Background: an optimization exercise with open tools, aiming at small area, a short achievable clock period and few clock cycles per item. Do not read the settings as production practice. Where RTL was checked, it was by simulation tests only, not by an equivalence proof against the original. The flow treats the clock pin as an ideal source. Dropping or thinning the clock tree relies on that and would not hold on a real chip. No activity file was given, so power comes from the tool's default toggle rates.

== the previous run ==
Design subordinate, start of the top module:
module subordinate #(
    localparam DATA_WIDTH = 32,
    localparam ADDRESS_WIDTH = 4
) (
    input  axi_aclk_in,
    input  axi_aresetn_in,
    input  [ADDRESS_WIDTH-1:0] axi_awaddr_in,
    input  [2:0] axi_awprot_in,
    input  axi_awvalid_in,
    input  [DATA_WIDTH-1:0] axi_wdata_in,
    input  [ADDRESS_WIDTH-1:0] axi_wstrb_in,
    input  axi_wvalid_in,
    input  axi_bready_in,
    input  [ADDRESS_WIDTH-1:0] axi_araddr_in,
    input  [2:0] axi_arprot_in,
    input  axi_arvalid_in,
    input  axi_rready_in,
    output axi_awready_out,
    output axi_wready_out,
    output [1:0] axi_bresp_out,
    output axi_bvalid_out,
    output axi_arready_out,
    output [DATA_WIDTH-1:0] axi_rdata_out,
    output [1:0] axi_rresp_out,
    output axi_rvalid_out
);
==> module subordinate, before the edit <==
module subordinate #(
    localparam DATA_WIDTH = 32,
    localparam ADDRESS_WIDTH = 4
) (
    input  axi_aclk_in,
    input  axi_aresetn_in,
    input  [ADDRESS_WIDTH-1:0] axi_awaddr_in,
    input  [2:0] axi_awprot_in,
    input  axi_awvalid_in,
    input  [DATA_WIDTH-1:0] axi_wdata_in,
    input  [ADDRESS_WIDTH-1:0] axi_wstrb_in,
    input  axi_wvalid_in,
    input  axi_bready_in,
    input  [ADDRESS_WIDTH-1:0] axi_araddr_in,
    input  [2:0] axi_arprot_in,
    input  axi_arvalid_in,
    input  axi_rready_in,
    output axi_awready_out,
    output axi_wready_out,
    output [1:0] axi_bresp_out,
    output axi_bvalid_out,
    output axi_arready_out,
    output [DATA_WIDTH-1:0] axi_rdata_out,
    output [1:0] axi_rresp_out,
    output axi_rvalid_out
);
    reg [4*DATA_WIDTH-1:0] regs;
    wire write = axi_awvalid_in && axi_wvalid_in;
    assign axi_awready_out = axi_wvalid_in;
    assign axi_wready_out  = axi_awvalid_in;
    wire [DATA_WIDTH-1:0] wd = axi_wdata_in & {DATA_WIDTH{axi_aresetn_in}};
    integer n, k;
    always @(posedge axi_aclk_in)
        for (n = 0; n < 4; n = n + 1)
            for (k = 0; k < DATA_WIDTH/8; k = k + 1)
                if (!axi_aresetn_in || (write && axi_awaddr_in[3:2] == n && axi_wstrb_in[k]))
                    regs[n*DATA_WIDTH+k*8+:8] <= wd[k*8+:8];
    reg       bvalid;
    reg [2:0] bq;
    wire      bslot = !bvalid || axi_bready_in;
    always @(posedge axi_aclk_in)
        if (!axi_aresetn_in) begin
            bvalid <= 1'b0;
            bq     <= 3'd0;
        end else if (bslot) begin
            bvalid <= write || (bq != 3'd0);
            bq     <= (bq != 3'd0) ? bq - 3'd1 + {2'b00, write} : 3'd0;
        end else begin
            bq     <= bq + {2'b00, write};
        end
    assign axi_bvalid_out = bvalid;
    assign axi_bresp_out  = 2'b00;
    reg                  rvalid;
    reg [DATA_WIDTH-1:0] rdata;
    wire rslot = !rvalid || axi_rready_in;
    assign axi_arready_out = rslot;
    always @(posedge axi_aclk_in)
        if (!axi_aresetn_in)
            rvalid <= 1'b0;
        else if (rslot)
            rvalid <= axi_arvalid_in;
    always @(posedge axi_aclk_in)
        if (rslot)
            rdata <= regs[axi_araddr_in[3:2]*DATA_WIDTH+:DATA_WIDTH];
    assign axi_rvalid_out = rvalid;
    assign axi_rdata_out  = rdata;
    assign axi_rresp_out  = 2'b00;
endmodule
export LEC_CHECK = 0
export CAP_MARGIN = 20
export CORE_MARGIN = 2
export CORE_UTILIZATION = 40
export SETUP_SLACK_MARGIN = 1.1
export SLEW_MARGIN = 20
create_clock -name core_clock -period 2.5 [get_ports {axi_aclk_in}]
standard.sh (not shown) runs the stock make flow with config.mk's settings and CLKGATE_MAP_FILE= SYNTH_SCRIPT=/design/flow/synth_recipe.tcl, a recipe that flattens the netlist after the stock synthesis.
==> flow/flow/run.sh <==
#!/bin/bash
# Standard ORFS layout with two changes: plain buffers (instead of the
# default delay cells) on the ports, and a two-level clock tree built by
# flow/cts.tcl in place of TritonCTS: the clock port drives 2 sky130_fd_sc_hd__clkbuf_16,
# which drive 12 sky130_fd_sc_hd__clkbuf_8 leaf buffers, each driving one cluster of registers.
# ORFS logs stay under orfs/logs; make's output goes to flow_make.log.
set -euo pipefail
export BUFFER_PORTS_ARGS="-buffer_cell sky130_fd_sc_hd__buf_1"
export PRE_CTS_TCL="$(pwd)/flow/cts.tcl"
export MY_CTS_N1=2
export MY_CTS_CELL1=sky130_fd_sc_hd__clkbuf_16
export MY_CTS_N2=12
export MY_CTS_CELL2=sky130_fd_sc_hd__clkbuf_8

bash standard.sh > flow_make.log 2>&1
Other scripts of this flow, unchanged in this note and not shown: flow/flow/cts.tcl
Testbench counts of the previous run, summed over its fixed seeds: cycles 1,288, items 2,560.
Relative to the previous run, the following input files were edited for the current run:
--- a/flow/design.v
+++ b/flow/design.v
@@ -23,32 +23,30 @@
     output [DATA_WIDTH-1:0] axi_rdata_out,
     output [1:0] axi_rresp_out,
     output axi_rvalid_out
 );
     reg [4*DATA_WIDTH-1:0] regs;
-    wire write = axi_awvalid_in && axi_wvalid_in;
-    assign axi_awready_out = axi_wvalid_in;
-    assign axi_wready_out  = axi_awvalid_in;
+    reg  bvalid;
+    reg  bfree;
+    wire bslot = bfree || axi_bready_in;
+    wire write = axi_awvalid_in && axi_wvalid_in && bslot;
+    assign axi_awready_out = axi_wvalid_in && bslot;
+    assign axi_wready_out  = axi_awvalid_in && bslot;
     wire [DATA_WIDTH-1:0] wd = axi_wdata_in & {DATA_WIDTH{axi_aresetn_in}};
     integer n, k;
     always @(posedge axi_aclk_in)
         for (n = 0; n < 4; n = n + 1)
             for (k = 0; k < DATA_WIDTH/8; k = k + 1)
                 if (!axi_aresetn_in || (write && axi_awaddr_in[3:2] == n && axi_wstrb_in[k]))
                     regs[n*DATA_WIDTH+k*8+:8] <= wd[k*8+:8];
-    reg       bvalid;
-    reg [2:0] bq;
-    wire      bslot = !bvalid || axi_bready_in;
     always @(posedge axi_aclk_in)
         if (!axi_aresetn_in) begin
             bvalid <= 1'b0;
-            bq     <= 3'd0;
+            bfree  <= 1'b1;
         end else if (bslot) begin
-            bvalid <= write || (bq != 3'd0);
-            bq     <= (bq != 3'd0) ? bq - 3'd1 + {2'b00, write} : 3'd0;
-        end else begin
-            bq     <= bq + {2'b00, write};
+            bvalid <= write;
+            bfree  <= !write;
         end
     assign axi_bvalid_out = bvalid;
     assign axi_bresp_out  = 2'b00;
     reg                  rvalid;
     reg [DATA_WIDTH-1:0] rdata;
[summary]
- Every stage of the flow completed for the current run, and the final layout passed the timing, design-rule and antenna checks.
- The current run against the previous run: overall power consumption fell by 6.0%; simple-gate share of the synthesized area went down by 2.5 points; net switching fraction of the power fell by 1.2 points; smallest hold slack fell by 0.028 ns; shortest clock period the worst path allows after layout now larger.
- Against the previous run, the current run comes in about 0.9% higher on total half-perimeter wirelength after legalization and detailed placement.
- Critical path depth in cells for the current run: 2 up relative to the previous run
- The current run: share of total power in the clock network 0.9 points above the previous run
- Placer congestion estimate for the current run: 9.2% down relative to the previous run
- Re final standard cell area without fillers: the current run and the previous run aren't equal, and the higher value belongs to the current run.
- The final clock period utilization by the worst path in the current run was higher than what the previous run gave.
Function not checked in the current run: the RTL went through the layout flow alone. In every run of this note, the design's own scripts or RTL, not TritonCTS, make the clock network.

==> what the ideal ports hide <==
In the flow no input, the clock included, has a driving cell. The finished layouts below were timed again as built, in two steps.
Step 1, drivers: a clkbuf_16 drives axi_aclk_in and a buf_2 each remaining input, both assumed.
Step 2 adds t to the input delays and takes it off the output delays; t is the mean of the earliest and latest rising clock arrival at the registers after step 1. Input paths then give back, and output paths get back, about the clock's delay inside the block.
a / b / c = ideal / step 1 / step 2; a / b = the first two.
run | t, ns | setup slack, ns | pins driven straight from the clock port
the previous run | 0.368 | 1.089 / 1.031 / 0.780 | 2
the current run | 0.369 | 0.944 / 0.881 / 0.691 | 2
After both steps setup and hold are still met in every run listed. For the previous run, which loses most, drivers alone change the setup slack by -0.058 ns; drivers and shift together by -0.309 ns.
